This is an optimization exercise on Yosys and OpenROAD, whose aim is small area and a short achievable clock period, not a production implementation.
The RTL was checked by simulation tests, not by an equivalence proof against the original design.
Power and IR drop assume default switching activity.

<file path="flow/config.mk">
export PLATFORM = sky130hd
export DESIGN_NAME = minisys_cpu
export DESIGN_NICKNAME = minisys_cpu
export VERILOG_FILES = /design/flow/design.v
export SDC_FILE = /design/flow/constraint.sdc
export NUM_CORES = 4
export LEC_CHECK = 0
export CAP_MARGIN = 20
export CORE_MARGIN = 2
export CORE_UTILIZATION = 35
export SLEW_MARGIN = 20
</file>
<file path="flow/run.sh">
#!/bin/bash
# synth_recipe.tcl (not shown) runs the flow's synth.tcl, then flattens the netlist and writes it again
# the make line also repeats each setting of config.mk as NAME=value (left out here)
make -C /OpenROAD-flow-scripts/flow DESIGN_CONFIG=/design/flow/config.mk WORK_HOME=/design/flow/orfs CLKGATE_MAP_FILE= SYNTH_SCRIPT=/design/flow/synth_recipe.tcl finish
</file>
<file path="flow/design.v">
`timescale 1ns / 1ps
module control32(Opcode, Function_opcode, Jr, RegDST, ALUSrc, RegWrite, MemWrite, Branch, nBranch, Jmp, Jal, I_format, Sftmd, ALUOp,
                Alu_resultHigh,MemorIOtoReg,MemRead,IORead, IOWrite);
    input[5:0]   Opcode;             
    input[5:0]   Function_opcode;  	 
    output       Jr;         	  
    output       RegDST;           
    output       ALUSrc;           
    output       RegWrite;   	   
    output       MemWrite;        
    output       Branch;         
    output       nBranch;        
    output       Jmp;             
    output       Jal;             
    output       I_format;       
    output       Sftmd;          
    output[1:0]  ALUOp;         
    input[21:0] Alu_resultHigh;  
    output MemorIOtoReg;  
    output MemRead;  
    output IORead;  
    output IOWrite;  
wire R_format;
assign R_format = (Opcode == 6'b000000)? 1'b1 : 1'b0;
assign Jmp = (Opcode == 6'b000010)? 1'b1 : 1'b0;
assign Jr = ((Opcode == 6'b000000)&&(Function_opcode == 6'b001000))? 1'b1 : 1'b0;
assign Jal = (Opcode == 6'b000011)? 1'b1 : 1'b0;
assign Branch = (Opcode == 6'b000100)? 1'b1 : 1'b0;
assign nBranch = (Opcode == 6'b000101)? 1'b1 : 1'b0;
assign RegDST = R_format;
assign I_format = (Opcode[5:3]==3'b001)? 1'b1 : 1'b0;
assign ALUSrc = I_format||Opcode == 6'b100011||Opcode == 6'b101011;  
assign Sftmd =  (((Function_opcode==6'b000000)||(Function_opcode==6'b000010)
||(Function_opcode==6'b000011)||(Function_opcode==6'b000100)
||(Function_opcode==6'b000110)||(Function_opcode==6'b000111))
&& R_format)? 1'b1:1'b0;
assign ALUOp = {(R_format||I_format),(Branch||nBranch)};
assign RegWrite = (R_format||MemorIOtoReg||Jal||I_format)&&!(Jr); 
assign MemWrite = (Opcode == 6'b101011 && (Alu_resultHigh[21:0] != 22'h3FFFFF)) ? 1'b1:1'b0;        
assign MemRead = (Opcode == 6'b100011 && Alu_resultHigh[21:0] != 22'h3FFFFF) ? 1'b1:1'b0;           
assign IORead = (Opcode == 6'b100011 && Alu_resultHigh[21:0] == 22'h3FFFFF) ? 1'b1:1'b0;            
assign IOWrite =(Opcode == 6'b101011 && Alu_resultHigh[21:0] == 22'h3FFFFF) ? 1'b1:1'b0;            
assign MemorIOtoReg = IORead || MemRead;   
endmodule
`timescale 1ns / 1ps
module decode32(read_data_1,read_data_2,Instruction,mem_data,ALU_result,
                 Jal,RegWrite,MemtoReg,RegDst,Sign_extend,clock,reset,opcplus4);
    output[31:0] read_data_1;
    output[31:0] read_data_2;
    input[31:0]  Instruction;
    input[31:0]  mem_data;               
    input[31:0]  ALU_result;
    input        Jal;
    input        RegWrite;
    input        MemtoReg;               
    input        RegDst;
    output[31:0] Sign_extend;
    input        clock,reset;
    input[31:0]  opcplus4;               
reg [31:0] register[0:31];
wire [5:0] op = Instruction[31:26];
wire [4:0]rs,rt;
assign rs = Instruction[25:21];
assign rt = Instruction[20:16];
assign read_data_1 = register[rs];
assign read_data_2 = register[rt];
wire sign;
assign sign = Instruction[15];
assign Sign_extend[31:0] = ((op==6'b001100)      
                          ||(op==6'b001101)      
                          ||(op==6'b001110)      
                          ||(op==6'b001011)      
                          ||(op==6'b001001))?{{16{1'b0}},Instruction[15:0]}:{{16{sign}},Instruction[15:0]};   
reg [4:0] write_addrass;
always @(*) begin
    if(Jal) write_addrass = 5'b11111;
    else if(RegDst) write_addrass = Instruction[15:11];
    else write_addrass = Instruction[20:16];
end
integer i;
always @(posedge clock) begin
    if(reset==1) begin
        for(i=0;i<32;i=i+1)
            register[i] <= 32'b0;
    end
    else if(RegWrite && (write_addrass != 5'b00000)) begin
        if(Jal) register[write_addrass] <= opcplus4;
        else if(MemtoReg) register[write_addrass] <= mem_data;
        else register[write_addrass] <= ALU_result;
    end
end
endmodule
`timescale 1ns / 1ps
module executs32(Read_data_1,Read_data_2,Sign_extend,Function_opcode,Exe_opcode,ALUOp,
                 Shamt,ALUSrc,I_format,Zero,Jr,Sftmd,ALU_Result,Addr_Result,PC_plus_4
                 );
    input[31:0]  Read_data_1;		 
    input[31:0]  Read_data_2;		 
    input[31:0]  Sign_extend;		 
    input[5:0]   Function_opcode;  	 
    input[5:0]   Exe_opcode;  		 
    input[1:0]   ALUOp;              
    input[4:0]   Shamt;              
    input  		 Sftmd;             
    input        ALUSrc;             
    input        I_format;           
    input        Jr;                
    output       Zero;               
    output reg [31:0] ALU_Result;         
    output[31:0] Addr_Result;		 
    input[31:0]  PC_plus_4;          
wire[31:0] Ainput,Binput;  
wire[3:0] Exe_code;  
wire[2:0] ALU_ctl;  
wire[2:0] Sftm;  
reg[31:0] Shift_Result;  
reg[31:0] ALU_output_mux;  
wire[32:0] Branch_Addr;  
assign Ainput = Read_data_1;
assign Binput = (ALUSrc == 0) ? Read_data_2 : Sign_extend[31:0];
wire signed [31:0] s_A,s_B ;
assign s_A = Ainput;
assign s_B = Binput;
assign Exe_code = (I_format==0) ? Function_opcode[3:0] :{1'b0,Exe_opcode[2:0]};
assign ALU_ctl[0] = (Exe_code[0] | Exe_code[3]) & ALUOp[1];
assign ALU_ctl[1] = ((!Exe_code[2]) | (!ALUOp[1]));
assign ALU_ctl[2] = (Exe_code[1] & ALUOp[1]) | ALUOp[0];
always @(*) begin
    case (ALU_ctl)
        3'b000: ALU_output_mux = Ainput&Binput ; 
        3'b001: ALU_output_mux = Ainput|Binput; 
        3'b010: ALU_output_mux = s_A + s_B; 
        3'b011: ALU_output_mux = Ainput+Binput; 
        3'b100: ALU_output_mux = Ainput^Binput; 
        3'b101: ALU_output_mux = ~(Ainput|Binput); 
        3'b110: ALU_output_mux = s_A-s_B; 
        3'b111: begin
            if(Function_opcode==6'b101010) ALU_output_mux = s_A-s_B;  
            else ALU_output_mux = Ainput - Binput; 
        end  
        default: ALU_output_mux = 32'h0000_0000;
    endcase
end
assign Sftm = Function_opcode[2:0];
always @* begin  
if(Sftmd)
case(Sftm[2:0])
3'b000:Shift_Result = Binput << Shamt;  
3'b010:Shift_Result = Binput >> Shamt;  
3'b100:Shift_Result = Binput << Ainput;  
3'b110:Shift_Result = Binput >> Ainput;  
3'b011:Shift_Result = s_B >>> Shamt;  
3'b111:Shift_Result = s_B >>> Ainput;  
default:Shift_Result = Binput;
endcase
else
Shift_Result = Binput;
end
always @* begin
if( ((ALU_ctl==3'b111) && (Exe_code[3]==1)) ||((ALU_ctl[2:1]==2'b11) && (I_format==1)) )
ALU_Result = {31'b0,ALU_output_mux[31]};
else if((ALU_ctl==3'b101) && (I_format==1))
ALU_Result[31:0]= {Sign_extend[15:0],16'b0};
else if(Sftmd==1)
ALU_Result = Shift_Result ;
else  
ALU_Result = ALU_output_mux[31:0];
end
assign Zero = (ALU_output_mux == 32'b0) ? 1'b1 : 1'b0;
assign Branch_Addr = PC_plus_4+(Sign_extend<<2);  
assign Addr_Result = Branch_Addr[31:0];
endmodule
`timescale 1ns / 1ps
module Ifetc32(Instruction_i,rom_adr_o,Instruction,branch_base_addr,Addr_result,Read_data_1,Branch,nBranch,Jmp,Jal,Jr,Zero,clock,reset,link_addr);
    input[31:0]  Instruction_i;          
    output[13:0] rom_adr_o;              
    output[31:0] Instruction;            
    output[31:0] branch_base_addr;       
    input[31:0]  Addr_result;            
    input[31:0]  Read_data_1;            
    input        Branch;
    input        nBranch;
    input        Jmp;
    input        Jal;
    input        Jr;
    input        Zero;
    input        clock,reset;            
    output[31:0] link_addr;              
reg[31:0] PC, Next_PC;
assign branch_base_addr = PC + 4;
assign link_addr = PC + 4;
assign rom_adr_o = PC[15:2];
assign Instruction = Instruction_i;
always @* begin
if(((Branch == 1) && (Zero == 1 )) || ((nBranch == 1) && (Zero == 0)))  
    Next_PC = Addr_result;
else if(Jr == 1)
    Next_PC = Read_data_1;
else Next_PC = PC+4;
end
always @(posedge clock) begin
    if(reset == 1)
        PC <= 32'h0000_0000;
    else begin
        if((Jal == 1) || (Jmp == 1)) PC <= {PC[31:28],Instruction[25:0],2'b00};
        else PC <= Next_PC;
    end
end
endmodule
`timescale 1ns / 1ps
module MemOrIO( mRead, mWrite, ioRead, ioWrite,addr_in, addr_out, m_rdata,
                io_rdata, r_wdata, r_rdata, write_data, LEDCtrl, SwitchCtrl,SegmentCtrl,keyboardCtrl);
input mRead;              
input mWrite;             
input ioRead;             
input ioWrite;            
input[31:0] addr_in;      
output[31:0] addr_out;    
input[31:0] m_rdata;      
input[15:0] io_rdata;     
output[31:0] r_wdata;     
input[31:0] r_rdata;      
output[31:0] write_data;  
output LEDCtrl;           
output SwitchCtrl;        
output SegmentCtrl;
output keyboardCtrl;
assign addr_out = addr_in;
assign r_wdata = (mRead ) ? m_rdata: {16'b0,io_rdata} ;
assign LEDCtrl = (ioWrite) ? 1'b1: 1'b0;
assign SwitchCtrl = (ioRead) ? 1'b1: 1'b0;
assign keyboardCtrl = (ioRead) ? 1'b1: 1'b0;
assign SegmentCtrl = LEDCtrl;
assign write_data = r_rdata;
endmodule
`timescale 1ns / 1ps
module IO(SwitchCtrl,LedCtrl,SegmentCtrl,keyboardCtrl,clk,rst,IORead,IOWrite,addr,switch,
        Led_data,keyboard_read_data,SegmentData,io_data,led,Segment_num);
    input SwitchCtrl;
    input LedCtrl;
    input SegmentCtrl;
    input keyboardCtrl;
    input clk;
    input rst;
    input IORead;
    input IOWrite;
    input[1:0] addr;
    input [23:0] switch;
    input[15:0] Led_data;
    input [15:0]keyboard_read_data;
    input [7:0] SegmentData;
    output reg [15:0] io_data;
    output reg [23:0] led;
    output reg [31:0] Segment_num;
    reg [15:0] io_data_q;
    always @(*) begin
        io_data = io_data_q;
        if(IORead) begin
            if(addr==2'b00)
                io_data = switch[15:0];
            else if(addr==2'b10)
                io_data = { 8'h00, switch[23:16] };
            else if(addr==2'b11)
                io_data = keyboard_read_data;
        end
    end
    always@(posedge clk) begin
        if(rst)
            io_data_q <= 0;
        else
            io_data_q <= io_data;
    end
     always@(posedge clk) begin
        if(rst) begin
            led <= 0;
        end
		else if(LedCtrl) begin
			if(addr == 2'b00)
				led[23:0] <= { led[23:16], Led_data[15:0] };
			else if(addr == 2'b10 )
				led[23:0] <= { Led_data[7:0], led[15:0] };
			else
				led <= led;
        end
		else begin
            led <= 0;
        end
    end
    always@(posedge clk) begin
        if(rst) begin
            Segment_num <= 0;
        end
		else if(SegmentCtrl ) begin
			if(addr == 2'b00)
                if(switch[23:21] == 3'b000) Segment_num[31:0] <= {8'b0,Segment_num[23:16],Led_data[15:0]};
                else if (switch[23:21] == 3'b001) Segment_num[31:0] <= {4'b0001,4'b0,Segment_num[23:16],Led_data[15:0]};
                else if (switch[23:21] == 3'b010) Segment_num[31:0] <= {4'b0010,4'b0,Segment_num[23:16],Led_data[15:0]};
                else if (switch[23:21] == 3'b011) Segment_num[31:0] <= {4'b0011,4'b0,Segment_num[23:16],Led_data[15:0]};
                else if (switch[23:21] == 3'b100) Segment_num[31:0] <= {4'b0100,4'b0,Segment_num[23:16],Led_data[15:0]};
                else if (switch[23:21] == 3'b101) Segment_num[31:0] <= {4'b0101,4'b0,Segment_num[23:16],Led_data[15:0]};
                else if (switch[23:21] == 3'b110) Segment_num[31:0] <= {4'b0110,4'b0,Segment_num[23:16],Led_data[15:0]};
                else if (switch[23:21] == 3'b111) Segment_num[31:0] <= {4'b0111,4'b0,Segment_num[23:16],Led_data[15:0]};
                else Segment_num[31:0] <= {8'b0,Segment_num[23:16],Led_data[15:0]};
			else if(addr == 2'b11)
				if(switch[23:21] == 3'b00) Segment_num[31:0] <= {4'b0,SegmentData[7:0],Segment_num[15:0]};
                else if (switch[23:21] == 3'b001) Segment_num[31:0] <= {4'b0001,SegmentData[7:0],Segment_num[15:0]};
                else if (switch[23:21] == 3'b010) Segment_num[31:0] <= {4'b0010,SegmentData[7:0],Segment_num[15:0]};
                else if (switch[23:21] == 3'b011) Segment_num[31:0] <= {4'b0011,SegmentData[7:0],Segment_num[15:0]};
                else if (switch[23:21] == 3'b100) Segment_num[31:0] <= {4'b0100,SegmentData[7:0],Segment_num[15:0]};
                else if (switch[23:21] == 3'b101) Segment_num[31:0] <= {4'b0101,SegmentData[7:0],Segment_num[15:0]};
                else if (switch[23:21] == 3'b110) Segment_num[31:0] <= {4'b0110,SegmentData[7:0],Segment_num[15:0]};
                else if (switch[23:21] == 3'b111) Segment_num[31:0] <= {4'b0111,SegmentData[7:0],Segment_num[15:0]};
                else Segment_num[31:0] <= {4'b0,SegmentData[7:0],Segment_num[23:0]};
        end
		else begin
            Segment_num[31:0] <= Segment_num;
        end
    end
endmodule
`timescale 1ns / 1ps
module minisys_cpu(
    input         clk,
    input         rst,           
    output [13:0] imem_addr,     
    input  [31:0] imem_data,     
    output [13:0] dmem_addr,     
    output        dmem_we,       
    output        dmem_re,       
    output [31:0] dmem_wdata,    
    input  [31:0] dmem_rdata,    
    input  [23:0] switch_i,      
    input  [15:0] kbd_i,         
    output [23:0] led,           
    output [31:0] seg_num        
);
wire [31:0] Instruction;
    wire[5:0]   Opcode = Instruction[31:26];
    wire[5:0]   Function_opcode = Instruction[5:0];
    wire       Jr;
    wire       RegDST;
    wire       ALUSrc;
    wire       RegWrite;
    wire       MemWrite;
    wire       Branch;
    wire       nBranch;
    wire       Jmp;
    wire       Jal;
    wire       I_format;
    wire       Sftmd;
    wire[1:0]  ALUOp;
    wire[31:0]  ALU_result;
    wire MemorIOtoReg;
    wire MemRead;
    wire IORead;
    wire IOWrite;
control32 contorller(.Opcode(Opcode),.Function_opcode(Function_opcode),.Jr(Jr),.RegDST(RegDST),.ALUSrc(ALUSrc),.RegWrite(RegWrite),.MemWrite(MemWrite),.Branch(Branch),.nBranch(nBranch)
                    ,.Jmp(Jmp),.Jal(Jal),.I_format(I_format),.Sftmd(Sftmd),.ALUOp(ALUOp),.Alu_resultHigh(ALU_result[31:10]),.MemorIOtoReg(MemorIOtoReg),.MemRead(MemRead)
                    ,.IORead(IORead),.IOWrite(IOWrite));
    wire[31:0] read_data_1;
    wire[31:0] read_data_2;
    wire[31:0] mem_data;
    wire[31:0] Sign_extend;
    wire[31:0] opcplus4;
    wire clock = clk;
decode32 decoder(.read_data_1(read_data_1),.read_data_2(read_data_2),.Instruction(Instruction),.mem_data(mem_data),.ALU_result(ALU_result),.Jal(Jal),.RegWrite(RegWrite)
                ,.MemtoReg(MemorIOtoReg),.RegDst(RegDST),.Sign_extend(Sign_extend),.clock(clock),.reset(rst),.opcplus4(opcplus4));
wire Zero;
wire [31:0] PC_plus_4;
wire [31:0] Addr_Result;
wire [4:0]  Shamt = Instruction[10:6];
executs32 ALU(.Read_data_1(read_data_1),.Read_data_2(read_data_2),.Sign_extend(Sign_extend),.Function_opcode(Function_opcode),.Exe_opcode(Opcode),
            .ALUOp(ALUOp),.Shamt(Shamt),.Sftmd(Sftmd),.ALUSrc(ALUSrc),.I_format(I_format),.Jr(Jr),.Zero(Zero),.ALU_Result(ALU_result),.Addr_Result(Addr_Result),
            .PC_plus_4(PC_plus_4));
Ifetc32 ifetc(.Instruction_i(imem_data),.rom_adr_o(imem_addr),.Instruction(Instruction),.branch_base_addr(PC_plus_4),.Addr_result(Addr_Result),.Read_data_1(read_data_1),.Branch(Branch),.nBranch(nBranch),.Jmp(Jmp),
            .Jal(Jal),.Jr(Jr),.Zero(Zero),.clock(clock),.reset(rst),.link_addr(opcplus4));
wire [31:0] addr_out;
wire [31:0] write_data;
wire  LEDCtrl ;
wire  SwitchCtrl;
wire  SegmentCtrl;
wire  keyboardCtrl;
wire [15:0]io_data;
MemOrIO memoryIO(
    .mRead(MemRead),
    .mWrite(MemWrite),
    .ioRead(IORead),
    .ioWrite(IOWrite),
    .addr_in(ALU_result),
    .addr_out(addr_out),
    .m_rdata(dmem_rdata),
    .io_rdata(io_data),
    .r_wdata(mem_data),
    .r_rdata(read_data_2),
    .write_data(write_data),
    .LEDCtrl(LEDCtrl),
    .SwitchCtrl(SwitchCtrl),
    .SegmentCtrl(SegmentCtrl),
    .keyboardCtrl(keyboardCtrl));
assign dmem_addr  = addr_out[15:2];
assign dmem_we    = MemWrite;
assign dmem_re    = MemRead;
assign dmem_wdata = write_data;
IO io(
    .SwitchCtrl(SwitchCtrl),
    .LedCtrl(LEDCtrl),
    .SegmentCtrl(SegmentCtrl),
    .keyboardCtrl(keyboardCtrl),
    .clk(clock),
    .rst(rst),
    .IORead(IORead),
    .IOWrite(IOWrite),
    .addr(addr_out[1:0]),
    .switch(switch_i),
    .Led_data(write_data[15:0]),
    .keyboard_read_data(kbd_i),
    .SegmentData(write_data[7:0]),
    .io_data(io_data),
    .led(led),
    .Segment_num(seg_num));
endmodule
</file>
<file path="flow/constraint.sdc">
create_clock -name core_clock -period 18.0 [get_ports {clk}]
set_input_delay 3.6000 -clock core_clock [delete_from_list [all_inputs] [get_ports {clk}]]
set_output_delay 3.6000 -clock core_clock [all_outputs]
set_load 0.01 [all_outputs]
</file>
==> summary.txt <==
## power breakdown
group / switching (mW) / leakage [nW] / internal [mW]
Sequential: 0.0539 / 11.4 / 2.94
Clock: 1.19 / 2.07 / 1.54
Combinational: 1.50 / 17.3 / 0.701
## layout by cell type, fill, tap and decap left out, types with 30 or more instances in the layout
master and count:
clkbuf_16 134, a31oi_1 40, nand2_2 56, nor2_2 98, conb_1 32, ha_1 122, clkdlybuf4s50_1 216, o21ai_0 185
edfxtp_1 1024, o22ai_1 44, dfxtp_1 104, a211oi_1 85, a21o_1 42, buf_4 276, mux2_2 45, inv_1 136
nand2_1 378, mux2i_1 945, mux4_2 202, and3_1 34, a22oi_1 344, o31ai_1 30, nor3_1 151, a21oi_1 434
a311oi_1 30, nand2b_1 41, xnor2_1 50, nor2b_1 62, o211ai_1 85, nor2_1 1107, nand3_1 138
## layout make-up
class                           count  area share (%)
Multi-Input combinational cell   5381            46.3
Tap cell                         2821            4.15
Clock buffer                      159            4.05
Clock inverter                     75           0.935
Timing Repair Buffer              510            5.34
Inverter                          149           0.657
Sequential cell                  1128            38.6
Antenna cell                       14          0.0412
## sequential cells by signal, summed over array words and instances (netlist names), named ones only
name	cells
ifetc.PC	30
io.led	24
decoder.register	1024
io.io_data_q	16
io.Segment_num	32
## cells in the mapped netlist (104+ instances only)
| library cell | count | area [um2] |
|---|---|---|
| nor2_1 | 1115 | 4190 |
| edfxtp_1 | 1024 | 30700 |
| mux2i_1 | 949 | 9500 |
| a21oi_1 | 444 | 2220 |
| nand2_1 | 440 | 1650 |
| clkbuf_1 | 426 | 1600 |
| a22oi_1 | 345 | 2590 |
| mux4_2 | 202 | 4550 |
| o21ai_0 | 189 | 946 |
| nor3_1 | 152 | 761 |
| nand3_1 | 141 | 706 |
| inv_1 | 137 | 514 |
| ha_1 | 123 | 1540 |
| dfxtp_1 | 104 | 2080 |
## stage by stage
| stage | hold slack, ns | std cells | area (um2) |
|---|---|---|---|
| 2_1_floorplan | 0.431 | 7344 | 75100 |
| 3_3_place_gp | 0.439 | 9986 | 80800 |
| 3_5_place_dp | 0.443 | 9986 | 80800 |
| 4_1_cts | 0.450 | 10200 | 85000 |
| 5_1_grt | 0.468 | 10200 | 85100 |
| 6_report | 0.450 | 10200 | 85100 |
## kinds of logic (layout without fill, tap and decap cells)
family	count (synthesis)	in the layout	share of synthesized area [%]
flops	1128	1128	43.8
xor+xnor	67	67	0.782
mux	1197	1197	19.4
buf+inv	835	893	5.03
compound gates	1656	1656	14.9
other cells	1	46	0.00500
fa+ha+maj	127	127	2.14
simple gates	2302	2302	13.9
## worst paths after layout
kind                           start                 endpoint  slack [ns]
min                  io.io_data_q[8]          io.io_data_q[8]        0.45
max                    imem_data[18]                  dmem_re        1.18
min reg2reg          io.io_data_q[8]          io.io_data_q[8]        0.45
max reg2reg  decoder.register[31][1]  decoder.register[31][2]        7.59
## per-layer routing
layer / global-route usage (%) / vias to the layer above / part of all wire [%]
met5: 0.329 / - / 0.10
met4: 20.7 / 18 / 7.3
met3: 9.64 / 1156 / 13
met2: 48.9 / 5291 / 43
met1: 41.9 / 33400 / 37
li1: - / 27500 / -
## worst min-delay path: cells and delay by family (launching register included)
family | cells | cell delay (ns)
and+or+nand+nor | 1 | 0.05
DFF | 1 | 0.30
AOI/OAI and AO/OA | 1 | 0.05
==> flow_metrics.tcl <==
set metrics [dict create \
    outcome "no timing/DRC/antenna violations" \
    power_density_nw_per_um2 93.0 \
    tightest_slew_ns 1.26 \
    die-area_um2 218000 \
    setup_viol 0 \
    pre_cts_ws_ns 1.53 \
    fillers 20500 \
    overflow 0 \
    grt_first_pass_wirelength_um 507000 \
    reg2reg_depth 30 \
    endpoint_kind "primary output" \
    initial_utilization_pct 35.3 \
    grt_max_degree 113 \
    cts_root_buf "clkbuf_16" \
    coreArea_um2 213000 \
    final-seq-area_um2 32800 \
    synth_area_um2 75000 \
    required_ns 14.40 \
    cts_hold_buf 0 \
    startpoint_type "input port" \
    max_freq_mhz 59.5 \
    drive_gt1_share_pct 14.3 \
    vdd_ir_drop_max_mv 0.105 \
    die_x_um 467 \
    hpwl_um 252000 \
    avgRoutedWirePerCell_um 36.3 \
    viasPerCell 6.58 \
    cp_top_family "compound AO/OA/AOI/OAI gates" \
    num_vias 67400 \
    antenna_found_initial 21 \
    cap_violations 0 \
    crit_path_frequent_cell "a21oi_1" \
    cp_slowest_stage_delay_ns 0.99 \
    critPathBufInv 4 \
    path_max_fanout 32 \
    synthCells 7313 \
    cp.depth 25 \
    avgSynthCellArea_um2 10.3 \
    grt_pass1_vias 63600 \
    async_flop_share_pct 0 \
    worst_slack_ns 1.18 \
    ant_nets 0 \
    min_path_type "flip-flop to flip-flop" \
    io_pins 224 \
    yosysWarnings 4 \
    totalPowerFinal_mw 7.92 \
    synth_ff_type "edfxtp_1" \
    rows 169 \
    grtUsageTotal_pct 33.0 \
    finalSetupTns_ns 0 \
    p_leak_nw 30.8 \
    io_buffers 223 \
    clk_latency_ns 0.85 \
    cpMaxStageDelayCell "clkdlybuf4s50_1" \
    cts_buffers 131 \
    fin_crit_ns 16.82 \
    cp.arrival_ns 13.22 \
    drc 0 \
    dr.pass1.iters 8 \
    htree_levels 4 \
    gp_congestion 1.07 \
    clockBufferDepth 3 \
    cts.clk_slew.worst_paths_ns 0.05 \
    post-route-util_pct 40.1 \
    synth-seq-cells 1128 \
    synth_cell_types 109 \
    seq_area_frac_synth_pct 43.8 \
    clock_sinks 1128 \
    die_h_um 467 \
    fin_crit_sh_pct 93.4 \
    hold_viol 0 \
    crit_type "input port to primary output" \
    ctsResizeCount 0 \
    skew_ns 0.0653 \
    wirelength_um 372000 \
    drt-initial-drc-count 10500 \
    drv_slew 0 \
    fin_nets 7533 \
    hold_depth 2 \
    syn2layout_area_growth_pct 13.5 \
    cts_tree "yes" \
    multiInputGateArea_um2 39400 \
    synth-edff-count 1024 \
    post_cts.repair.setup_buffers 0 \
    rsz0062_at_grt "no" \
    relSlewSlack_pct 15.5 \
]

## what the ideal ports hide
In the flow no input, the clock included, has a driving cell. The finished layout below was timed again as built, in two steps. Step 1: set_driving_cell puts a clkbuf_16 on clk and a buf_2 on each other input, an assumption about the parent block. Step 2 moves the port delays by t, midway between the first and last clock arrival at a register: inputs arrive t later, outputs are due t later. That takes back most of the time a late clock gives input paths. Slacks: ideal ports / drivers / drivers and shift; pairs: ideal ports / drivers.
t, ns: 0.899
slack for setup (ns): 1.184 / 1.162 / 1.162
worst setup path after step 2: input to output
After both steps setup and hold are still met in this run. For this run, drivers alone change the setup slack by -0.022 ns; drivers and shift together by -0.022 ns.
